This is an optimization exercise on Yosys and OpenROAD, whose aim is small area, a short achievable clock period and few clock cycles per item, not a production implementation.
No functional check of the RTL was part of this run.
Power figures rest on the tool's default switching activity, not on a simulated workload.

==> design/flow/design.v <==
module multiplier(
	input logic clk,
	input logic rst,
	input logic start_flag,
	input logic[15:0] a,
	input logic[15:0] b,
	output logic[31:0] result,
	output logic status
	);
	logic one1;
	logic two2;
	logic cb3;
	logic y4;
	logic y5;
	logic y6;
	logic y7;
	logic y8;
	logic y9;
	logic y10;
	logic y11;
	logic y12;
	logic y13;
	logic y14;
	logic y15;
	logic y16;
	logic y17;
	logic y18;
	logic y19;
	logic y20;
	logic pp21;
	logic pp22;
	logic pp23;
	logic pp24;
	logic pp25;
	logic pp26;
	logic pp27;
	logic pp28;
	logic pp29;
	logic pp30;
	logic pp31;
	logic pp32;
	logic pp33;
	logic pp34;
	logic pp35;
	logic pp36;
	logic pp37;
	logic one38;
	logic two39;
	logic cb40;
	logic y41;
	logic y42;
	logic y43;
	logic y44;
	logic y45;
	logic y46;
	logic y47;
	logic y48;
	logic y49;
	logic y50;
	logic y51;
	logic y52;
	logic y53;
	logic y54;
	logic y55;
	logic y56;
	logic y57;
	logic pp58;
	logic pp59;
	logic pp60;
	logic pp61;
	logic pp62;
	logic pp63;
	logic pp64;
	logic pp65;
	logic pp66;
	logic pp67;
	logic pp68;
	logic pp69;
	logic pp70;
	logic pp71;
	logic pp72;
	logic pp73;
	logic pp74;
	logic one75;
	logic two76;
	logic cb77;
	logic y78;
	logic y79;
	logic y80;
	logic y81;
	logic y82;
	logic y83;
	logic y84;
	logic y85;
	logic y86;
	logic y87;
	logic y88;
	logic y89;
	logic y90;
	logic y91;
	logic y92;
	logic y93;
	logic y94;
	logic pp95;
	logic pp96;
	logic pp97;
	logic pp98;
	logic pp99;
	logic pp100;
	logic pp101;
	logic pp102;
	logic pp103;
	logic pp104;
	logic pp105;
	logic pp106;
	logic pp107;
	logic pp108;
	logic pp109;
	logic pp110;
	logic pp111;
	logic one112;
	logic two113;
	logic cb114;
	logic y115;
	logic y116;
	logic y117;
	logic y118;
	logic y119;
	logic y120;
	logic y121;
	logic y122;
	logic y123;
	logic y124;
	logic y125;
	logic y126;
	logic y127;
	logic y128;
	logic y129;
	logic y130;
	logic y131;
	logic pp132;
	logic pp133;
	logic pp134;
	logic pp135;
	logic pp136;
	logic pp137;
	logic pp138;
	logic pp139;
	logic pp140;
	logic pp141;
	logic pp142;
	logic pp143;
	logic pp144;
	logic pp145;
	logic pp146;
	logic pp147;
	logic pp148;
	logic one149;
	logic two150;
	logic cb151;
	logic y152;
	logic y153;
	logic y154;
	logic y155;
	logic y156;
	logic y157;
	logic y158;
	logic y159;
	logic y160;
	logic y161;
	logic y162;
	logic y163;
	logic y164;
	logic y165;
	logic y166;
	logic y167;
	logic y168;
	logic pp169;
	logic pp170;
	logic pp171;
	logic pp172;
	logic pp173;
	logic pp174;
	logic pp175;
	logic pp176;
	logic pp177;
	logic pp178;
	logic pp179;
	logic pp180;
	logic pp181;
	logic pp182;
	logic pp183;
	logic pp184;
	logic pp185;
	logic one186;
	logic two187;
	logic cb188;
	logic y189;
	logic y190;
	logic y191;
	logic y192;
	logic y193;
	logic y194;
	logic y195;
	logic y196;
	logic y197;
	logic y198;
	logic y199;
	logic y200;
	logic y201;
	logic y202;
	logic y203;
	logic y204;
	logic y205;
	logic pp206;
	logic pp207;
	logic pp208;
	logic pp209;
	logic pp210;
	logic pp211;
	logic pp212;
	logic pp213;
	logic pp214;
	logic pp215;
	logic pp216;
	logic pp217;
	logic pp218;
	logic pp219;
	logic pp220;
	logic pp221;
	logic pp222;
	logic one223;
	logic two224;
	logic cb225;
	logic y226;
	logic y227;
	logic y228;
	logic y229;
	logic y230;
	logic y231;
	logic y232;
	logic y233;
	logic y234;
	logic y235;
	logic y236;
	logic y237;
	logic y238;
	logic y239;
	logic y240;
	logic y241;
	logic y242;
	logic pp243;
	logic pp244;
	logic pp245;
	logic pp246;
	logic pp247;
	logic pp248;
	logic pp249;
	logic pp250;
	logic pp251;
	logic pp252;
	logic pp253;
	logic pp254;
	logic pp255;
	logic pp256;
	logic pp257;
	logic pp258;
	logic pp259;
	logic one260;
	logic two261;
	logic cb262;
	logic y263;
	logic y264;
	logic y265;
	logic y266;
	logic y267;
	logic y268;
	logic y269;
	logic y270;
	logic y271;
	logic y272;
	logic y273;
	logic y274;
	logic y275;
	logic y276;
	logic y277;
	logic y278;
	logic y279;
	logic pp280;
	logic pp281;
	logic pp282;
	logic pp283;
	logic pp284;
	logic pp285;
	logic pp286;
	logic pp287;
	logic pp288;
	logic pp289;
	logic pp290;
	logic pp291;
	logic pp292;
	logic pp293;
	logic pp294;
	logic pp295;
	logic pp296;
	logic s297;
	logic c298;
	logic s299;
	logic c300;
	logic s301;
	logic c302;
	logic s303;
	logic c304;
	logic s305;
	logic c306;
	logic s307;
	logic c308;
	logic s309;
	logic c310;
	logic s311;
	logic c312;
	logic s313;
	logic c314;
	logic s315;
	logic c316;
	logic s317;
	logic c318;
	logic s319;
	logic c320;
	logic s321;
	logic c322;
	logic s323;
	logic c324;
	logic s325;
	logic c326;
	logic s327;
	logic c328;
	logic s329;
	logic c330;
	logic s331;
	logic c332;
	logic s333;
	logic c334;
	logic s335;
	logic c336;
	logic s337;
	logic c338;
	logic s339;
	logic c340;
	logic s341;
	logic c342;
	logic s343;
	logic c344;
	logic s345;
	logic c346;
	logic s347;
	logic c348;
	logic s349;
	logic c350;
	logic s351;
	logic c352;
	logic s353;
	logic c354;
	logic s355;
	logic c356;
	logic s357;
	logic c358;
	logic s359;
	logic c360;
	logic s361;
	logic c362;
	logic s363;
	logic c364;
	logic s365;
	logic c366;
	logic s367;
	logic c368;
	logic s369;
	logic c370;
	logic s371;
	logic c372;
	logic s373;
	logic c374;
	logic s375;
	logic c376;
	logic s377;
	logic c378;
	logic s379;
	logic c380;
	logic s381;
	logic c382;
	logic s383;
	logic c384;
	logic s385;
	logic c386;
	logic s387;
	logic c388;
	logic s389;
	logic c390;
	logic s391;
	logic c392;
	logic s393;
	logic c394;
	logic s395;
	logic c396;
	logic s397;
	logic c398;
	logic s399;
	logic c400;
	logic s401;
	logic c402;
	logic s403;
	logic c404;
	logic s405;
	logic c406;
	logic s407;
	logic c408;
	logic s409;
	logic c410;
	logic s411;
	logic c412;
	logic s413;
	logic c414;
	logic s415;
	logic c416;
	logic s417;
	logic c418;
	logic s419;
	logic c420;
	logic s421;
	logic c422;
	logic s423;
	logic c424;
	logic s425;
	logic c426;
	logic s427;
	logic c428;
	logic s429;
	logic c430;
	logic s431;
	logic c432;
	logic s433;
	logic c434;
	logic s435;
	logic c436;
	logic s437;
	logic c438;
	logic s439;
	logic c440;
	logic s441;
	logic c442;
	logic s443;
	logic c444;
	logic s445;
	logic c446;
	logic s447;
	logic c448;
	logic s449;
	logic c450;
	logic s451;
	logic c452;
	logic s453;
	logic c454;
	logic s455;
	logic c456;
	logic s457;
	logic c458;
	logic s459;
	logic c460;
	logic s461;
	logic c462;
	logic s463;
	logic c464;
	logic s465;
	logic c466;
	logic s467;
	logic c468;
	logic s469;
	logic c470;
	logic s471;
	logic c472;
	logic s473;
	logic c474;
	logic s475;
	logic c476;
	logic s477;
	logic c478;
	logic s479;
	logic c480;
	logic s481;
	logic c482;
	logic s483;
	logic c484;
	logic s485;
	logic c486;
	logic s487;
	logic c488;
	logic s489;
	logic c490;
	logic s491;
	logic c492;
	logic s493;
	logic c494;
	logic s495;
	logic c496;
	logic s497;
	logic c498;
	logic s499;
	logic c500;
	logic s501;
	logic c502;
	logic s503;
	logic c504;
	logic s505;
	logic c506;
	logic s507;
	logic c508;
	logic s509;
	logic c510;
	logic s511;
	logic c512;
	logic s513;
	logic c514;
	logic s515;
	logic c516;
	logic s517;
	logic c518;
	logic s519;
	logic c520;
	logic q6_0;
	logic q6_1;
	logic q6_2;
	logic q7_0;
	logic q7_1;
	logic q7_2;
	logic q8_0;
	logic q8_1;
	logic q8_2;
	logic q9_0;
	logic q9_1;
	logic q9_2;
	logic q10_0;
	logic q10_1;
	logic q10_2;
	logic q11_0;
	logic q11_1;
	logic q11_2;
	logic q12_0;
	logic q12_1;
	logic q12_2;
	logic q13_0;
	logic q13_1;
	logic q13_2;
	logic q14_0;
	logic q14_1;
	logic q14_2;
	logic q15_0;
	logic q15_1;
	logic q15_2;
	logic q16_0;
	logic q16_1;
	logic q16_2;
	logic q17_0;
	logic q17_1;
	logic q17_2;
	logic q18_0;
	logic q18_1;
	logic q18_2;
	logic q19_0;
	logic q19_1;
	logic q19_2;
	logic q20_0;
	logic q20_1;
	logic q20_2;
	logic q21_0;
	logic q21_1;
	logic q21_2;
	logic q22_0;
	logic q22_1;
	logic q22_2;
	logic q23_0;
	logic q23_1;
	logic q23_2;
	logic q24_0;
	logic q24_1;
	logic q24_2;
	logic q25_0;
	logic q25_1;
	logic q25_2;
	logic q26_0;
	logic q26_1;
	logic q26_2;
	logic q27_0;
	logic q27_1;
	logic q27_2;
	logic q28_0;
	logic q28_1;
	logic q28_2;
	logic q29_0;
	logic q30_0;
	logic cin_q;
	logic[5:0] lo_q;
	logic done;
	assign one1 = b[0];
	assign two2 = b[1] & ~b[0];
	assign cb3 = b[1] | ~b[0];
	assign y4 = ~(a[0] ^ b[1]);
	assign y5 = ~(a[1] ^ b[1]);
	assign y6 = ~(a[2] ^ b[1]);
	assign y7 = ~(a[3] ^ b[1]);
	assign y8 = ~(a[4] ^ b[1]);
	assign y9 = ~(a[5] ^ b[1]);
	assign y10 = ~(a[6] ^ b[1]);
	assign y11 = ~(a[7] ^ b[1]);
	assign y12 = ~(a[8] ^ b[1]);
	assign y13 = ~(a[9] ^ b[1]);
	assign y14 = ~(a[10] ^ b[1]);
	assign y15 = ~(a[11] ^ b[1]);
	assign y16 = ~(a[12] ^ b[1]);
	assign y17 = ~(a[13] ^ b[1]);
	assign y18 = ~(a[14] ^ b[1]);
	assign y19 = ~(a[15] ^ b[1]);
	assign y20 = ~b[1];
	mult_pp u_pp21 (.one(one1), .two(two2), .y0(y4), .y1(y20), .p(pp21));
	mult_pp u_pp22 (.one(one1), .two(two2), .y0(y5), .y1(y4), .p(pp22));
	mult_pp u_pp23 (.one(one1), .two(two2), .y0(y6), .y1(y5), .p(pp23));
	mult_pp u_pp24 (.one(one1), .two(two2), .y0(y7), .y1(y6), .p(pp24));
	mult_pp u_pp25 (.one(one1), .two(two2), .y0(y8), .y1(y7), .p(pp25));
	mult_pp u_pp26 (.one(one1), .two(two2), .y0(y9), .y1(y8), .p(pp26));
	mult_pp u_pp27 (.one(one1), .two(two2), .y0(y10), .y1(y9), .p(pp27));
	mult_pp u_pp28 (.one(one1), .two(two2), .y0(y11), .y1(y10), .p(pp28));
	mult_pp u_pp29 (.one(one1), .two(two2), .y0(y12), .y1(y11), .p(pp29));
	mult_pp u_pp30 (.one(one1), .two(two2), .y0(y13), .y1(y12), .p(pp30));
	mult_pp u_pp31 (.one(one1), .two(two2), .y0(y14), .y1(y13), .p(pp31));
	mult_pp u_pp32 (.one(one1), .two(two2), .y0(y15), .y1(y14), .p(pp32));
	mult_pp u_pp33 (.one(one1), .two(two2), .y0(y16), .y1(y15), .p(pp33));
	mult_pp u_pp34 (.one(one1), .two(two2), .y0(y17), .y1(y16), .p(pp34));
	mult_pp u_pp35 (.one(one1), .two(two2), .y0(y18), .y1(y17), .p(pp35));
	mult_pp u_pp36 (.one(one1), .two(two2), .y0(y19), .y1(y18), .p(pp36));
	assign pp37 = (one1 | two2) & y19;
	assign one38 = b[2] ^ b[1];
	assign two39 = (b[3] & ~b[2] & ~b[1]) | (~b[3] & b[2] & b[1]);
	assign cb40 = b[3] | ~(b[2] | b[1]);
	assign y41 = ~(a[0] ^ b[3]);
	assign y42 = ~(a[1] ^ b[3]);
	assign y43 = ~(a[2] ^ b[3]);
	assign y44 = ~(a[3] ^ b[3]);
	assign y45 = ~(a[4] ^ b[3]);
	assign y46 = ~(a[5] ^ b[3]);
	assign y47 = ~(a[6] ^ b[3]);
	assign y48 = ~(a[7] ^ b[3]);
	assign y49 = ~(a[8] ^ b[3]);
	assign y50 = ~(a[9] ^ b[3]);
	assign y51 = ~(a[10] ^ b[3]);
	assign y52 = ~(a[11] ^ b[3]);
	assign y53 = ~(a[12] ^ b[3]);
	assign y54 = ~(a[13] ^ b[3]);
	assign y55 = ~(a[14] ^ b[3]);
	assign y56 = ~(a[15] ^ b[3]);
	assign y57 = ~b[3];
	mult_pp u_pp58 (.one(one38), .two(two39), .y0(y41), .y1(y57), .p(pp58));
	mult_pp u_pp59 (.one(one38), .two(two39), .y0(y42), .y1(y41), .p(pp59));
	mult_pp u_pp60 (.one(one38), .two(two39), .y0(y43), .y1(y42), .p(pp60));
	mult_pp u_pp61 (.one(one38), .two(two39), .y0(y44), .y1(y43), .p(pp61));
	mult_pp u_pp62 (.one(one38), .two(two39), .y0(y45), .y1(y44), .p(pp62));
	mult_pp u_pp63 (.one(one38), .two(two39), .y0(y46), .y1(y45), .p(pp63));
	mult_pp u_pp64 (.one(one38), .two(two39), .y0(y47), .y1(y46), .p(pp64));
	mult_pp u_pp65 (.one(one38), .two(two39), .y0(y48), .y1(y47), .p(pp65));
	mult_pp u_pp66 (.one(one38), .two(two39), .y0(y49), .y1(y48), .p(pp66));
	mult_pp u_pp67 (.one(one38), .two(two39), .y0(y50), .y1(y49), .p(pp67));
	mult_pp u_pp68 (.one(one38), .two(two39), .y0(y51), .y1(y50), .p(pp68));
	mult_pp u_pp69 (.one(one38), .two(two39), .y0(y52), .y1(y51), .p(pp69));
	mult_pp u_pp70 (.one(one38), .two(two39), .y0(y53), .y1(y52), .p(pp70));
	mult_pp u_pp71 (.one(one38), .two(two39), .y0(y54), .y1(y53), .p(pp71));
	mult_pp u_pp72 (.one(one38), .two(two39), .y0(y55), .y1(y54), .p(pp72));
	mult_pp u_pp73 (.one(one38), .two(two39), .y0(y56), .y1(y55), .p(pp73));
	assign pp74 = (one38 | two39) & y56;
	assign one75 = b[4] ^ b[3];
	assign two76 = (b[5] & ~b[4] & ~b[3]) | (~b[5] & b[4] & b[3]);
	assign cb77 = b[5] | ~(b[4] | b[3]);
	assign y78 = ~(a[0] ^ b[5]);
	assign y79 = ~(a[1] ^ b[5]);
	assign y80 = ~(a[2] ^ b[5]);
	assign y81 = ~(a[3] ^ b[5]);
	assign y82 = ~(a[4] ^ b[5]);
	assign y83 = ~(a[5] ^ b[5]);
	assign y84 = ~(a[6] ^ b[5]);
	assign y85 = ~(a[7] ^ b[5]);
	assign y86 = ~(a[8] ^ b[5]);
	assign y87 = ~(a[9] ^ b[5]);
	assign y88 = ~(a[10] ^ b[5]);
	assign y89 = ~(a[11] ^ b[5]);
	assign y90 = ~(a[12] ^ b[5]);
	assign y91 = ~(a[13] ^ b[5]);
	assign y92 = ~(a[14] ^ b[5]);
	assign y93 = ~(a[15] ^ b[5]);
	assign y94 = ~b[5];
	mult_pp u_pp95 (.one(one75), .two(two76), .y0(y78), .y1(y94), .p(pp95));
	mult_pp u_pp96 (.one(one75), .two(two76), .y0(y79), .y1(y78), .p(pp96));
	mult_pp u_pp97 (.one(one75), .two(two76), .y0(y80), .y1(y79), .p(pp97));
	mult_pp u_pp98 (.one(one75), .two(two76), .y0(y81), .y1(y80), .p(pp98));
	mult_pp u_pp99 (.one(one75), .two(two76), .y0(y82), .y1(y81), .p(pp99));
	mult_pp u_pp100 (.one(one75), .two(two76), .y0(y83), .y1(y82), .p(pp100));
	mult_pp u_pp101 (.one(one75), .two(two76), .y0(y84), .y1(y83), .p(pp101));
	mult_pp u_pp102 (.one(one75), .two(two76), .y0(y85), .y1(y84), .p(pp102));
	mult_pp u_pp103 (.one(one75), .two(two76), .y0(y86), .y1(y85), .p(pp103));
	mult_pp u_pp104 (.one(one75), .two(two76), .y0(y87), .y1(y86), .p(pp104));
	mult_pp u_pp105 (.one(one75), .two(two76), .y0(y88), .y1(y87), .p(pp105));
	mult_pp u_pp106 (.one(one75), .two(two76), .y0(y89), .y1(y88), .p(pp106));
	mult_pp u_pp107 (.one(one75), .two(two76), .y0(y90), .y1(y89), .p(pp107));
	mult_pp u_pp108 (.one(one75), .two(two76), .y0(y91), .y1(y90), .p(pp108));
	mult_pp u_pp109 (.one(one75), .two(two76), .y0(y92), .y1(y91), .p(pp109));
	mult_pp u_pp110 (.one(one75), .two(two76), .y0(y93), .y1(y92), .p(pp110));
	assign pp111 = (one75 | two76) & y93;
	assign one112 = b[6] ^ b[5];
	assign two113 = (b[7] & ~b[6] & ~b[5]) | (~b[7] & b[6] & b[5]);
	assign cb114 = b[7] | ~(b[6] | b[5]);
	assign y115 = ~(a[0] ^ b[7]);
	assign y116 = ~(a[1] ^ b[7]);
	assign y117 = ~(a[2] ^ b[7]);
	assign y118 = ~(a[3] ^ b[7]);
	assign y119 = ~(a[4] ^ b[7]);
	assign y120 = ~(a[5] ^ b[7]);
	assign y121 = ~(a[6] ^ b[7]);
	assign y122 = ~(a[7] ^ b[7]);
	assign y123 = ~(a[8] ^ b[7]);
	assign y124 = ~(a[9] ^ b[7]);
	assign y125 = ~(a[10] ^ b[7]);
	assign y126 = ~(a[11] ^ b[7]);
	assign y127 = ~(a[12] ^ b[7]);
	assign y128 = ~(a[13] ^ b[7]);
	assign y129 = ~(a[14] ^ b[7]);
	assign y130 = ~(a[15] ^ b[7]);
	assign y131 = ~b[7];
	mult_pp u_pp132 (.one(one112), .two(two113), .y0(y115), .y1(y131), .p(pp132));
	mult_pp u_pp133 (.one(one112), .two(two113), .y0(y116), .y1(y115), .p(pp133));
	mult_pp u_pp134 (.one(one112), .two(two113), .y0(y117), .y1(y116), .p(pp134));
	mult_pp u_pp135 (.one(one112), .two(two113), .y0(y118), .y1(y117), .p(pp135));
	mult_pp u_pp136 (.one(one112), .two(two113), .y0(y119), .y1(y118), .p(pp136));
	mult_pp u_pp137 (.one(one112), .two(two113), .y0(y120), .y1(y119), .p(pp137));
	mult_pp u_pp138 (.one(one112), .two(two113), .y0(y121), .y1(y120), .p(pp138));
	mult_pp u_pp139 (.one(one112), .two(two113), .y0(y122), .y1(y121), .p(pp139));
	mult_pp u_pp140 (.one(one112), .two(two113), .y0(y123), .y1(y122), .p(pp140));
	mult_pp u_pp141 (.one(one112), .two(two113), .y0(y124), .y1(y123), .p(pp141));
	mult_pp u_pp142 (.one(one112), .two(two113), .y0(y125), .y1(y124), .p(pp142));
	mult_pp u_pp143 (.one(one112), .two(two113), .y0(y126), .y1(y125), .p(pp143));
	mult_pp u_pp144 (.one(one112), .two(two113), .y0(y127), .y1(y126), .p(pp144));
	mult_pp u_pp145 (.one(one112), .two(two113), .y0(y128), .y1(y127), .p(pp145));
	mult_pp u_pp146 (.one(one112), .two(two113), .y0(y129), .y1(y128), .p(pp146));
	mult_pp u_pp147 (.one(one112), .two(two113), .y0(y130), .y1(y129), .p(pp147));
	assign pp148 = (one112 | two113) & y130;
	assign one149 = b[8] ^ b[7];
	assign two150 = (b[9] & ~b[8] & ~b[7]) | (~b[9] & b[8] & b[7]);
	assign cb151 = b[9] | ~(b[8] | b[7]);
	assign y152 = ~(a[0] ^ b[9]);
	assign y153 = ~(a[1] ^ b[9]);
	assign y154 = ~(a[2] ^ b[9]);
	assign y155 = ~(a[3] ^ b[9]);
	assign y156 = ~(a[4] ^ b[9]);
	assign y157 = ~(a[5] ^ b[9]);
	assign y158 = ~(a[6] ^ b[9]);
	assign y159 = ~(a[7] ^ b[9]);
	assign y160 = ~(a[8] ^ b[9]);
	assign y161 = ~(a[9] ^ b[9]);
	assign y162 = ~(a[10] ^ b[9]);
	assign y163 = ~(a[11] ^ b[9]);
	assign y164 = ~(a[12] ^ b[9]);
	assign y165 = ~(a[13] ^ b[9]);
	assign y166 = ~(a[14] ^ b[9]);
	assign y167 = ~(a[15] ^ b[9]);
	assign y168 = ~b[9];
	mult_pp u_pp169 (.one(one149), .two(two150), .y0(y152), .y1(y168), .p(pp169));
	mult_pp u_pp170 (.one(one149), .two(two150), .y0(y153), .y1(y152), .p(pp170));
	mult_pp u_pp171 (.one(one149), .two(two150), .y0(y154), .y1(y153), .p(pp171));
	mult_pp u_pp172 (.one(one149), .two(two150), .y0(y155), .y1(y154), .p(pp172));
	mult_pp u_pp173 (.one(one149), .two(two150), .y0(y156), .y1(y155), .p(pp173));
	mult_pp u_pp174 (.one(one149), .two(two150), .y0(y157), .y1(y156), .p(pp174));
	mult_pp u_pp175 (.one(one149), .two(two150), .y0(y158), .y1(y157), .p(pp175));
	mult_pp u_pp176 (.one(one149), .two(two150), .y0(y159), .y1(y158), .p(pp176));
	mult_pp u_pp177 (.one(one149), .two(two150), .y0(y160), .y1(y159), .p(pp177));
	mult_pp u_pp178 (.one(one149), .two(two150), .y0(y161), .y1(y160), .p(pp178));
	mult_pp u_pp179 (.one(one149), .two(two150), .y0(y162), .y1(y161), .p(pp179));
	mult_pp u_pp180 (.one(one149), .two(two150), .y0(y163), .y1(y162), .p(pp180));
	mult_pp u_pp181 (.one(one149), .two(two150), .y0(y164), .y1(y163), .p(pp181));
	mult_pp u_pp182 (.one(one149), .two(two150), .y0(y165), .y1(y164), .p(pp182));
	mult_pp u_pp183 (.one(one149), .two(two150), .y0(y166), .y1(y165), .p(pp183));
	mult_pp u_pp184 (.one(one149), .two(two150), .y0(y167), .y1(y166), .p(pp184));
	assign pp185 = (one149 | two150) & y167;
	assign one186 = b[10] ^ b[9];
	assign two187 = (b[11] & ~b[10] & ~b[9]) | (~b[11] & b[10] & b[9]);
	assign cb188 = b[11] | ~(b[10] | b[9]);
	assign y189 = ~(a[0] ^ b[11]);
	assign y190 = ~(a[1] ^ b[11]);
	assign y191 = ~(a[2] ^ b[11]);
	assign y192 = ~(a[3] ^ b[11]);
	assign y193 = ~(a[4] ^ b[11]);
	assign y194 = ~(a[5] ^ b[11]);
	assign y195 = ~(a[6] ^ b[11]);
	assign y196 = ~(a[7] ^ b[11]);
	assign y197 = ~(a[8] ^ b[11]);
	assign y198 = ~(a[9] ^ b[11]);
	assign y199 = ~(a[10] ^ b[11]);
	assign y200 = ~(a[11] ^ b[11]);
	assign y201 = ~(a[12] ^ b[11]);
	assign y202 = ~(a[13] ^ b[11]);
	assign y203 = ~(a[14] ^ b[11]);
	assign y204 = ~(a[15] ^ b[11]);
	assign y205 = ~b[11];
	mult_pp u_pp206 (.one(one186), .two(two187), .y0(y189), .y1(y205), .p(pp206));
	mult_pp u_pp207 (.one(one186), .two(two187), .y0(y190), .y1(y189), .p(pp207));
	mult_pp u_pp208 (.one(one186), .two(two187), .y0(y191), .y1(y190), .p(pp208));
	mult_pp u_pp209 (.one(one186), .two(two187), .y0(y192), .y1(y191), .p(pp209));
	mult_pp u_pp210 (.one(one186), .two(two187), .y0(y193), .y1(y192), .p(pp210));
	mult_pp u_pp211 (.one(one186), .two(two187), .y0(y194), .y1(y193), .p(pp211));
	mult_pp u_pp212 (.one(one186), .two(two187), .y0(y195), .y1(y194), .p(pp212));
	mult_pp u_pp213 (.one(one186), .two(two187), .y0(y196), .y1(y195), .p(pp213));
	mult_pp u_pp214 (.one(one186), .two(two187), .y0(y197), .y1(y196), .p(pp214));
	mult_pp u_pp215 (.one(one186), .two(two187), .y0(y198), .y1(y197), .p(pp215));
	mult_pp u_pp216 (.one(one186), .two(two187), .y0(y199), .y1(y198), .p(pp216));
	mult_pp u_pp217 (.one(one186), .two(two187), .y0(y200), .y1(y199), .p(pp217));
	mult_pp u_pp218 (.one(one186), .two(two187), .y0(y201), .y1(y200), .p(pp218));
	mult_pp u_pp219 (.one(one186), .two(two187), .y0(y202), .y1(y201), .p(pp219));
	mult_pp u_pp220 (.one(one186), .two(two187), .y0(y203), .y1(y202), .p(pp220));
	mult_pp u_pp221 (.one(one186), .two(two187), .y0(y204), .y1(y203), .p(pp221));
	assign pp222 = (one186 | two187) & y204;
	assign one223 = b[12] ^ b[11];
	assign two224 = (b[13] & ~b[12] & ~b[11]) | (~b[13] & b[12] & b[11]);
	assign cb225 = b[13] | ~(b[12] | b[11]);
	assign y226 = ~(a[0] ^ b[13]);
	assign y227 = ~(a[1] ^ b[13]);
	assign y228 = ~(a[2] ^ b[13]);
	assign y229 = ~(a[3] ^ b[13]);
	assign y230 = ~(a[4] ^ b[13]);
	assign y231 = ~(a[5] ^ b[13]);
	assign y232 = ~(a[6] ^ b[13]);
	assign y233 = ~(a[7] ^ b[13]);
	assign y234 = ~(a[8] ^ b[13]);
	assign y235 = ~(a[9] ^ b[13]);
	assign y236 = ~(a[10] ^ b[13]);
	assign y237 = ~(a[11] ^ b[13]);
	assign y238 = ~(a[12] ^ b[13]);
	assign y239 = ~(a[13] ^ b[13]);
	assign y240 = ~(a[14] ^ b[13]);
	assign y241 = ~(a[15] ^ b[13]);
	assign y242 = ~b[13];
	mult_pp u_pp243 (.one(one223), .two(two224), .y0(y226), .y1(y242), .p(pp243));
	mult_pp u_pp244 (.one(one223), .two(two224), .y0(y227), .y1(y226), .p(pp244));
	mult_pp u_pp245 (.one(one223), .two(two224), .y0(y228), .y1(y227), .p(pp245));
	mult_pp u_pp246 (.one(one223), .two(two224), .y0(y229), .y1(y228), .p(pp246));
	mult_pp u_pp247 (.one(one223), .two(two224), .y0(y230), .y1(y229), .p(pp247));
	mult_pp u_pp248 (.one(one223), .two(two224), .y0(y231), .y1(y230), .p(pp248));
	mult_pp u_pp249 (.one(one223), .two(two224), .y0(y232), .y1(y231), .p(pp249));
	mult_pp u_pp250 (.one(one223), .two(two224), .y0(y233), .y1(y232), .p(pp250));
	mult_pp u_pp251 (.one(one223), .two(two224), .y0(y234), .y1(y233), .p(pp251));
	mult_pp u_pp252 (.one(one223), .two(two224), .y0(y235), .y1(y234), .p(pp252));
	mult_pp u_pp253 (.one(one223), .two(two224), .y0(y236), .y1(y235), .p(pp253));
	mult_pp u_pp254 (.one(one223), .two(two224), .y0(y237), .y1(y236), .p(pp254));
	mult_pp u_pp255 (.one(one223), .two(two224), .y0(y238), .y1(y237), .p(pp255));
	mult_pp u_pp256 (.one(one223), .two(two224), .y0(y239), .y1(y238), .p(pp256));
	mult_pp u_pp257 (.one(one223), .two(two224), .y0(y240), .y1(y239), .p(pp257));
	mult_pp u_pp258 (.one(one223), .two(two224), .y0(y241), .y1(y240), .p(pp258));
	assign pp259 = (one223 | two224) & y241;
	assign one260 = b[14] ^ b[13];
	assign two261 = (b[15] & ~b[14] & ~b[13]) | (~b[15] & b[14] & b[13]);
	assign cb262 = b[15] | ~(b[14] | b[13]);
	assign y263 = ~(a[0] ^ b[15]);
	assign y264 = ~(a[1] ^ b[15]);
	assign y265 = ~(a[2] ^ b[15]);
	assign y266 = ~(a[3] ^ b[15]);
	assign y267 = ~(a[4] ^ b[15]);
	assign y268 = ~(a[5] ^ b[15]);
	assign y269 = ~(a[6] ^ b[15]);
	assign y270 = ~(a[7] ^ b[15]);
	assign y271 = ~(a[8] ^ b[15]);
	assign y272 = ~(a[9] ^ b[15]);
	assign y273 = ~(a[10] ^ b[15]);
	assign y274 = ~(a[11] ^ b[15]);
	assign y275 = ~(a[12] ^ b[15]);
	assign y276 = ~(a[13] ^ b[15]);
	assign y277 = ~(a[14] ^ b[15]);
	assign y278 = ~(a[15] ^ b[15]);
	assign y279 = ~b[15];
	mult_pp u_pp280 (.one(one260), .two(two261), .y0(y263), .y1(y279), .p(pp280));
	mult_pp u_pp281 (.one(one260), .two(two261), .y0(y264), .y1(y263), .p(pp281));
	mult_pp u_pp282 (.one(one260), .two(two261), .y0(y265), .y1(y264), .p(pp282));
	mult_pp u_pp283 (.one(one260), .two(two261), .y0(y266), .y1(y265), .p(pp283));
	mult_pp u_pp284 (.one(one260), .two(two261), .y0(y267), .y1(y266), .p(pp284));
	mult_pp u_pp285 (.one(one260), .two(two261), .y0(y268), .y1(y267), .p(pp285));
	mult_pp u_pp286 (.one(one260), .two(two261), .y0(y269), .y1(y268), .p(pp286));
	mult_pp u_pp287 (.one(one260), .two(two261), .y0(y270), .y1(y269), .p(pp287));
	mult_pp u_pp288 (.one(one260), .two(two261), .y0(y271), .y1(y270), .p(pp288));
	mult_pp u_pp289 (.one(one260), .two(two261), .y0(y272), .y1(y271), .p(pp289));
	mult_pp u_pp290 (.one(one260), .two(two261), .y0(y273), .y1(y272), .p(pp290));
	mult_pp u_pp291 (.one(one260), .two(two261), .y0(y274), .y1(y273), .p(pp291));
	mult_pp u_pp292 (.one(one260), .two(two261), .y0(y275), .y1(y274), .p(pp292));
	mult_pp u_pp293 (.one(one260), .two(two261), .y0(y276), .y1(y275), .p(pp293));
	mult_pp u_pp294 (.one(one260), .two(two261), .y0(y277), .y1(y276), .p(pp294));
	mult_pp u_pp295 (.one(one260), .two(two261), .y0(y278), .y1(y277), .p(pp295));
	assign pp296 = (one260 | two261) & y278;
	mult_ha u_s297 (.x(cb40), .y(pp23), .s(s297), .c(c298));
	mult_ha u_s299 (.x(pp24), .y(pp59), .s(s299), .c(c300));
	mult_fa u_s301 (.x(cb77), .y(pp25), .z(pp60), .s(s301), .c(c302));
	mult_ha u_s303 (.x(pp95), .y(c300), .s(s303), .c(c304));
	mult_fa u_s305 (.x(pp26), .y(pp61), .z(pp96), .s(s305), .c(c306));
	mult_ha u_s307 (.x(c304), .y(c302), .s(s307), .c(c308));
	mult_fa u_s309 (.x(cb114), .y(pp27), .z(pp62), .s(s309), .c(c310));
	mult_fa u_s311 (.x(pp97), .y(pp132), .z(c306), .s(s311), .c(c312));
	mult_fa u_s313 (.x(pp28), .y(pp63), .z(pp98), .s(s313), .c(c314));
	mult_ha u_s315 (.x(pp133), .y(c310), .s(s315), .c(c316));
	mult_fa u_s317 (.x(cb151), .y(pp29), .z(pp64), .s(s317), .c(c318));
	mult_fa u_s319 (.x(pp99), .y(pp134), .z(pp169), .s(s319), .c(c320));
	mult_ha u_s321 (.x(c314), .y(s317), .s(s321), .c(c322));
	mult_fa u_s323 (.x(pp30), .y(pp65), .z(pp100), .s(s323), .c(c324));
	mult_fa u_s325 (.x(pp135), .y(pp170), .z(c318), .s(s325), .c(c326));
	mult_ha u_s327 (.x(c320), .y(s323), .s(s327), .c(c328));
	mult_fa u_s329 (.x(cb188), .y(pp31), .z(pp66), .s(s329), .c(c330));
	mult_fa u_s331 (.x(pp101), .y(pp136), .z(pp171), .s(s331), .c(c332));
	mult_fa u_s333 (.x(pp206), .y(c324), .z(s329), .s(s333), .c(c334));
	mult_ha u_s335 (.x(s331), .y(c328), .s(s335), .c(c336));
	mult_fa u_s337 (.x(pp32), .y(pp67), .z(pp102), .s(s337), .c(c338));
	mult_fa u_s339 (.x(pp137), .y(pp172), .z(pp207), .s(s339), .c(c340));
	mult_fa u_s341 (.x(c330), .y(c332), .z(s337), .s(s341), .c(c342));
	mult_ha u_s343 (.x(s339), .y(c334), .s(s343), .c(c344));
	mult_fa u_s345 (.x(cb225), .y(pp33), .z(pp68), .s(s345), .c(c346));
	mult_fa u_s347 (.x(pp103), .y(pp138), .z(pp173), .s(s347), .c(c348));
	mult_fa u_s349 (.x(pp208), .y(pp243), .z(c338), .s(s349), .c(c350));
	mult_fa u_s351 (.x(c340), .y(s345), .z(s347), .s(s351), .c(c352));
	mult_ha u_s353 (.x(c342), .y(s349), .s(s353), .c(c354));
	mult_fa u_s355 (.x(pp34), .y(pp69), .z(pp104), .s(s355), .c(c356));
	mult_fa u_s357 (.x(pp139), .y(pp174), .z(pp209), .s(s357), .c(c358));
	mult_fa u_s359 (.x(pp244), .y(c346), .z(c348), .s(s359), .c(c360));
	mult_fa u_s361 (.x(s355), .y(s357), .z(c350), .s(s361), .c(c362));
	mult_ha u_s363 (.x(c352), .y(s359), .s(s363), .c(c364));
	mult_fa u_s365 (.x(cb262), .y(pp35), .z(pp70), .s(s365), .c(c366));
	mult_fa u_s367 (.x(pp105), .y(pp140), .z(pp175), .s(s367), .c(c368));
	mult_fa u_s369 (.x(pp210), .y(pp245), .z(pp280), .s(s369), .c(c370));
	mult_fa u_s371 (.x(c356), .y(c358), .z(s365), .s(s371), .c(c372));
	mult_fa u_s373 (.x(s367), .y(s369), .z(c360), .s(s373), .c(c374));
	mult_ha u_s375 (.x(s371), .y(c364), .s(s375), .c(c376));
	mult_fa u_s377 (.x(pp36), .y(pp71), .z(pp106), .s(s377), .c(c378));
	mult_fa u_s379 (.x(pp141), .y(pp176), .z(pp211), .s(s379), .c(c380));
	mult_fa u_s381 (.x(pp246), .y(pp281), .z(c366), .s(s381), .c(c382));
	mult_fa u_s383 (.x(c368), .y(c370), .z(s377), .s(s383), .c(c384));
	mult_fa u_s385 (.x(s379), .y(c372), .z(s381), .s(s385), .c(c386));
	mult_ha u_s387 (.x(s383), .y(c374), .s(s387), .c(c388));
	assign s389 = ~(pp37 ^ pp72);
	assign c390 = pp37 | pp72;
	mult_fa u_s391 (.x(pp107), .y(pp142), .z(pp177), .s(s391), .c(c392));
	mult_fa u_s393 (.x(pp212), .y(pp247), .z(pp282), .s(s393), .c(c394));
	mult_fa u_s395 (.x(c378), .y(c380), .z(s389), .s(s395), .c(c396));
	mult_fa u_s397 (.x(s391), .y(s393), .z(c382), .s(s397), .c(c398));
	mult_fa u_s399 (.x(c384), .y(s395), .z(c386), .s(s399), .c(c400));
	assign s401 = ~(pp73 ^ pp108);
	assign c402 = pp73 | pp108;
	mult_fa u_s403 (.x(pp143), .y(pp178), .z(pp213), .s(s403), .c(c404));
	mult_fa u_s405 (.x(pp248), .y(pp283), .z(c390), .s(s405), .c(c406));
	mult_fa u_s407 (.x(c392), .y(c394), .z(s401), .s(s407), .c(c408));
	mult_fa u_s409 (.x(s403), .y(c396), .z(s405), .s(s409), .c(c410));
	mult_ha u_s411 (.x(s407), .y(c398), .s(s411), .c(c412));
	mult_fa u_s413 (.x(pp74), .y(pp109), .z(pp144), .s(s413), .c(c414));
	mult_fa u_s415 (.x(pp179), .y(pp214), .z(pp249), .s(s415), .c(c416));
	mult_fa u_s417 (.x(pp284), .y(c402), .z(c404), .s(s417), .c(c418));
	mult_fa u_s419 (.x(s413), .y(s415), .z(c406), .s(s419), .c(c420));
	mult_fa u_s421 (.x(c408), .y(s417), .z(c410), .s(s421), .c(c422));
	assign s423 = ~(pp110 ^ pp145);
	assign c424 = pp110 | pp145;
	mult_fa u_s425 (.x(pp180), .y(pp215), .z(pp250), .s(s425), .c(c426));
	mult_fa u_s427 (.x(pp285), .y(c414), .z(c416), .s(s427), .c(c428));
	mult_fa u_s429 (.x(s423), .y(s425), .z(c418), .s(s429), .c(c430));
	mult_ha u_s431 (.x(s427), .y(c420), .s(s431), .c(c432));
	mult_fa u_s433 (.x(pp111), .y(pp146), .z(pp181), .s(s433), .c(c434));
	mult_fa u_s435 (.x(pp216), .y(pp251), .z(pp286), .s(s435), .c(c436));
	mult_fa u_s437 (.x(c424), .y(c426), .z(s433), .s(s437), .c(c438));
	mult_fa u_s439 (.x(s435), .y(c428), .z(s437), .s(s439), .c(c440));
	assign s441 = ~(pp147 ^ pp182);
	assign c442 = pp147 | pp182;
	mult_fa u_s443 (.x(pp217), .y(pp252), .z(pp287), .s(s443), .c(c444));
	mult_fa u_s445 (.x(c434), .y(c436), .z(s441), .s(s445), .c(c446));
	mult_ha u_s447 (.x(s443), .y(c438), .s(s447), .c(c448));
	mult_fa u_s449 (.x(pp148), .y(pp183), .z(pp218), .s(s449), .c(c450));
	mult_fa u_s451 (.x(pp253), .y(pp288), .z(c442), .s(s451), .c(c452));
	mult_fa u_s453 (.x(c444), .y(s449), .z(c446), .s(s453), .c(c454));
	assign s455 = ~(pp184 ^ pp219);
	assign c456 = pp184 | pp219;
	mult_fa u_s457 (.x(pp254), .y(pp289), .z(c450), .s(s457), .c(c458));
	mult_ha u_s459 (.x(s455), .y(c452), .s(s459), .c(c460));
	mult_fa u_s461 (.x(pp185), .y(pp220), .z(pp255), .s(s461), .c(c462));
	mult_fa u_s463 (.x(pp290), .y(c456), .z(s461), .s(s463), .c(c464));
	assign s465 = ~(pp221 ^ pp256);
	assign c466 = pp221 | pp256;
	mult_ha u_s467 (.x(pp291), .y(c462), .s(s467), .c(c468));
	mult_fa u_s469 (.x(pp222), .y(pp257), .z(pp292), .s(s469), .c(c470));
	assign s471 = ~pp258;
	assign c472 = pp258;
	logic[6:0] lo;
	assign lo = {1'b0, s305, s301, c298, pp58, pp22, pp21} + {1'b0, s307, s303, s299, s297, 1'b0, cb3};
	mult_fa u_s473 (.x(q6_0), .y(q6_1), .z(q6_2), .s(s473), .c(c474));
	mult_fa u_s475 (.x(q7_0), .y(q7_1), .z(q7_2), .s(s475), .c(c476));
	mult_fa u_s477 (.x(q8_0), .y(q8_1), .z(q8_2), .s(s477), .c(c478));
	mult_fa u_s479 (.x(q9_0), .y(q9_1), .z(q9_2), .s(s479), .c(c480));
	mult_fa u_s481 (.x(q10_0), .y(q10_1), .z(q10_2), .s(s481), .c(c482));
	mult_fa u_s483 (.x(q11_0), .y(q11_1), .z(q11_2), .s(s483), .c(c484));
	mult_fa u_s485 (.x(q12_0), .y(q12_1), .z(q12_2), .s(s485), .c(c486));
	mult_fa u_s487 (.x(q13_0), .y(q13_1), .z(q13_2), .s(s487), .c(c488));
	mult_fa u_s489 (.x(q14_0), .y(q14_1), .z(q14_2), .s(s489), .c(c490));
	mult_fa u_s491 (.x(q15_0), .y(q15_1), .z(q15_2), .s(s491), .c(c492));
	mult_fa u_s493 (.x(q16_0), .y(q16_1), .z(q16_2), .s(s493), .c(c494));
	mult_fa u_s495 (.x(q17_0), .y(q17_1), .z(q17_2), .s(s495), .c(c496));
	mult_fa u_s497 (.x(q18_0), .y(q18_1), .z(q18_2), .s(s497), .c(c498));
	mult_fa u_s499 (.x(q19_0), .y(q19_1), .z(q19_2), .s(s499), .c(c500));
	mult_fa u_s501 (.x(q20_0), .y(q20_1), .z(q20_2), .s(s501), .c(c502));
	mult_fa u_s503 (.x(q21_0), .y(q21_1), .z(q21_2), .s(s503), .c(c504));
	mult_fa u_s505 (.x(q22_0), .y(q22_1), .z(q22_2), .s(s505), .c(c506));
	mult_fa u_s507 (.x(q23_0), .y(q23_1), .z(q23_2), .s(s507), .c(c508));
	mult_fa u_s509 (.x(q24_0), .y(q24_1), .z(q24_2), .s(s509), .c(c510));
	mult_fa u_s511 (.x(q25_0), .y(q25_1), .z(q25_2), .s(s511), .c(c512));
	mult_fa u_s513 (.x(q26_0), .y(q26_1), .z(q26_2), .s(s513), .c(c514));
	mult_fa u_s515 (.x(q27_0), .y(q27_1), .z(q27_2), .s(s515), .c(c516));
	mult_fa u_s517 (.x(q28_0), .y(q28_1), .z(q28_2), .s(s517), .c(c518));
	assign s519 = ~q29_0;
	assign c520 = q29_0;
	always_ff @(posedge clk) begin
		q6_0 <= s309;
		q6_1 <= c308;
		q6_2 <= s311;
		q7_0 <= s313;
		q7_1 <= c312;
		q7_2 <= s315;
		q8_0 <= s319;
		q8_1 <= c316;
		q8_2 <= s321;
		q9_0 <= c322;
		q9_1 <= s325;
		q9_2 <= s327;
		q10_0 <= c326;
		q10_1 <= s333;
		q10_2 <= s335;
		q11_0 <= c336;
		q11_1 <= s341;
		q11_2 <= s343;
		q12_0 <= s351;
		q12_1 <= c344;
		q12_2 <= s353;
		q13_0 <= c354;
		q13_1 <= s361;
		q13_2 <= s363;
		q14_0 <= c362;
		q14_1 <= s373;
		q14_2 <= s375;
		q15_0 <= c376;
		q15_1 <= s385;
		q15_2 <= s387;
		q16_0 <= s397;
		q16_1 <= c388;
		q16_2 <= s399;
		q17_0 <= s409;
		q17_1 <= c400;
		q17_2 <= s411;
		q18_0 <= s419;
		q18_1 <= c412;
		q18_2 <= s421;
		q19_0 <= s429;
		q19_1 <= c422;
		q19_2 <= s431;
		q20_0 <= c430;
		q20_1 <= c432;
		q20_2 <= s439;
		q21_0 <= s445;
		q21_1 <= c440;
		q21_2 <= s447;
		q22_0 <= s451;
		q22_1 <= c448;
		q22_2 <= s453;
		q23_0 <= s457;
		q23_1 <= c454;
		q23_2 <= s459;
		q24_0 <= c458;
		q24_1 <= c460;
		q24_2 <= s463;
		q25_0 <= s465;
		q25_1 <= c464;
		q25_2 <= s467;
		q26_0 <= c466;
		q26_1 <= c468;
		q26_2 <= s469;
		q27_0 <= pp293;
		q27_1 <= c470;
		q27_2 <= s471;
		q28_0 <= pp259;
		q28_1 <= pp294;
		q28_2 <= c472;
		q29_0 <= pp295;
		q30_0 <= pp296;
		cin_q <= lo[6];
		lo_q <= lo[5:0];
	end
	always_ff @(posedge clk or negedge rst) begin
		if(~rst) done <= 1'b0;
		else done <= start_flag;
	end
	logic[26:0] hi;
	assign hi = {1'b1, q30_0, c518, c516, c514, c512, c510, c508, c506, c504, c502, c500, c498, c496, c494, c492, c490, c488, c486, c484, c482, c480, c478, c476, c474, cin_q, 1'b0} + {1'b0, c520, s519, s517, s515, s513, s511, s509, s507, s505, s503, s501, s499, s497, s495, s493, s491, s489, s487, s485, s483, s481, s479, s477, s475, s473, 1'b0};
	assign result = {hi[26:1], lo_q};
	assign status = done;
endmodule
module mult_fa(input logic x, input logic y, input logic z, output logic s, output logic c);
	assign s = x ^ y ^ z;
	assign c = (x & y) | (x & z) | (y & z);
endmodule
module mult_pp(input logic one, input logic two, input logic y0, input logic y1, output logic p);
	assign p = ~((one & y0) | (two & y1));
endmodule
module mult_ha(input logic x, input logic y, output logic s, output logic c);
	assign s = x ^ y;
	assign c = x & y;
endmodule
==> design/flow/run.sh <==
#!/bin/bash
# synth_recipe.tcl (not shown) runs the flow's synth.tcl, then flattens the netlist and writes it again
# the make line also repeats each setting of config.mk as NAME=value (left out here)
make -C /OpenROAD-flow-scripts/flow DESIGN_CONFIG=/design/flow/config.mk WORK_HOME=/design/flow/orfs CLKGATE_MAP_FILE= SYNTH_SCRIPT=/design/flow/synth_recipe.tcl finish
==> design/flow/config.mk <==
export PLATFORM = sky130hd
export DESIGN_NAME = multiplier
export DESIGN_NICKNAME = multiplier
export VERILOG_FILES = /design/flow/design.v
export SDC_FILE = /design/flow/constraint.sdc
export NUM_CORES = 4
export LEC_CHECK = 0
export CAP_MARGIN = 20
export CORE_MARGIN = 2
export CORE_UTILIZATION = 40
export SLEW_MARGIN = 20
export SYNTH_HIERARCHICAL = 1
==> design/flow/constraint.sdc <==
create_clock -name core_clock -period 4.0 [get_ports {clk}]
set_input_delay 0.8000 -clock core_clock [delete_from_list [all_inputs] [get_ports {clk}]]
set_output_delay 0.8000 -clock core_clock [all_outputs]
set_load 0.01 [all_outputs]
==> run notes <==
logic make-up (layout without fill, tap and decap cells):
family,Yosys count,in the layout
compound gates,214,214
xor+xnor,153,153
fa+ha+maj,149,149
simple gates,87,87
buf+inv,84,248
flops,79,79
mux,1,1
repair_timing:
action | CTS | global route
pin swaps | 11 | 11
resized for setup | 57 | 16
cloned | 0 | 0
buffers inserted | 7 | 2
hold endpoints to repair | 0 | 0
setup endpoints to repair | 17 | 15
area by class of cell:
type | count | area [sq um]
Clock buffer | 11 | 242.7
Tap cell | 270 | 337.8
Multi-Input combinational cell | 604 | 6575
Timing Repair Buffer | 183 | 1531
Inverter | 49 | 183.9
Clock inverter | 5 | 81.33
Fill cell | 1876 | 9888
Sequential cell | 79 | 1589
Yosys stat by module, one instance, submodules excluded:
module | cells | flip-flops and latches
multiplier | 535 | 79
mult_fa | 1 | 0
mult_ha | 1 | 0
mult_pp | 1 | 0
report_power, final:
part	switching, mW	internal (mW)
Clock	0.327	0.563
Combinational	4.27	4.31
Sequential	0.161	1.13
worst paths after layout:
kind                       cells past startpoint              to    startpoint
min in group core_clock                        1  done$_DFF_PN0_    start_flag
setup / recovery                              14      result[28]  q6_1$_DFF_P_
hold / removal                                 1  done$_DFF_PN0_           rst
max in group asynchronous                      1  done$_DFF_PN0_           rst
metal layers:
layer  GRT usage [%]  part of all wire, %
met3           3.914                  5.1
met5               0                    0
met2           31.00                   44
met1           30.02                   50
met4           5.000                  1.1
critical path, cell delays in order (launching register included):
cell and delay, ps:
dfxtp_2 320, fa_1 530, ha_2 180, inv_2 40, fa_2 350, nor2b_2 140
o211ai_1 130, a211o_1 340, a21oi_4 170, a41o_1 220, buf_4 120, buf_4 100
a311o_1 160, o311ai_1 90, buf_2 150
metrics by stage:
stage | cells | hold WS [ps]
3_5_place_dp | 1176 | 950.1
6_report | 1201 | 593.1
3_3_place_gp | 1176 | 948.6
4_1_cts | 1199 | 581.3
2_1_floorplan | 767 | 504.4
5_1_grt | 1201 | 589.6
layout by cell type (no fill, tap or decap), drive strengths merged, types with 17 or more instances in the layout:
cell type,netlist,layout
nor2,17,17
fa,87,87
inv,49,49
nand2,27,27
xnor2,147,147
o21ai,19,19
a22oi,129,129
a21oi,26,26
clkdlybuf4s50,0,48
buf,14,125
ha,62,62
dfxtp,78,78
==> run notes <==
XOR/XNOR Fraction of Synth Area=15.98%; area leader, netlist=fa_1; FMAX=238.2 MHz; hold crit path type=primary input to asynchronous set/reset pin; status=complete, but fails checks; Chip Width=148.8 um; gr ovfl total=0; top cells by area, synth=fa_1 21%, a22oi_2 19%, dfxtp_1 19%, xnor2_1 15%, ha_1 9.3%; violated layout checks=negative setup slack; largest family of logic cells by synthesized area=adder cells; fin crit share=105.0%; FF+latch count, synth=79; H-tree levels=3; starting density of the core=41.05%; clock-pin slew on the worst setup and hold paths=60 ps; Hold Vio Cnt, Final=0; DRT iter0 DRCs=449; Synth Area in Adders=30.02%; Startpoint Class=register; Post-Syn Area=0.008386 sq mm; post-synthesis compound-gate area fraction=25.96%; max reg flops=6; Port Buf Inserts=67; utilization after layout=51.60%; RePlAce Congestion=0.9061; async set-or-reset flop fraction in the synthesized netlist=1.266%; WP data required=3200 ps; number of CTS-inserted buffers=9; area share of the largest cell type after synthesis=20.77%; die footprint=0.02214 sq mm; Avg Inst Size Synth=10.93 sq um; RSZ-0062 raised after global routing=yes; clk sinks=79; Leak Pwr=4.033 nW; Core Rows=52; Pre-antenna DRT Iters=4; Final setup viols=4; Via density=5.147; top_reg_cell synth=dfxtp_1; hpwl dp=18.00 mm; Post-synth EDFFs=0; max_slew headroom=70.20%; P per Cell Area=1021 mW/mm^2; maximum clock path buffer count=2; vias after detailed routing=6181; P&R area growth vs syn=25.71%; Crit. End Element=primary output; Netlist cell types=52; Routed Antenna Nets=0; die height=148.8 um; Place WS=-350.3 ps; setup TNS after final layout=-622.5 ps; first-pass GRT wire length=34.78 mm; critical path arrival=3400 ps; most frequent cell after synthesis=xnor2_1; total core area=0.02043 sq mm; routed len/inst=17.92 um; area post-placement=0.01014 sq mm; I/O Pins=68; Routed WL=21.52 mm; DRC viols=0; initial antenna violation count=0; layout cell share with drive strength beyond 1=33.08%; Post-Syn Instances=767; Tot Pwr=10.76 mW; pin count of the biggest net entering global routing=21; Final min period=4199 ps; vias in the first global route=6377; simple-gate share of the synthesized area=5.148%; Most flops, register=lo_q; synthesized net count=951; Max FO, Critical Path=2; hold_buf cts=0; commonest cells in the netlist=147 x xnor2_1, 128 x a22oi_2, 87 x fa_1; largest vdd supply drop=524.5 uV; All-Layer GR Usage=20.41%; design area=0.01054 sq mm; worst slew pin tran=447.0 ps; CTS root buf=clkbuf_16; Slew Limit Fails=0; register area share after synthesis=18.92%; CTS tree=done; Nets=1110; post-synthesis mux area share=0.1194%; total number of yosys warnings=7; CP Class=register to primary output; min setup slack post-route=-198.8 ps; Antenna diodes=0; maxcap violations=0

port drivers added, routing unchanged:
How much do the figures lean on ideal ports? The routed layout below was timed once more, with nothing changed but the port constraints.
Step 1: set_driving_cell puts a clkbuf_16 on clk and a buf_2 on each other input, an assumption about the parent block.
Step 2 also shifts input and output timing later by t, the mid clock arrival at the registers, as if the neighbouring blocks saw the same clock.
Three values: no drivers, after step 1, after step 2; two values: the first two.
t, ns: 0.387
slack for setup (ns): -0.199 / -0.242 / -0.025
slew at the worst register clock pin (ns): 0.07 / 0.07
pins driven straight from the clock port: 1
The setup slack of this run moves by -0.043 ns with the drivers and by +0.174 ns with both steps.
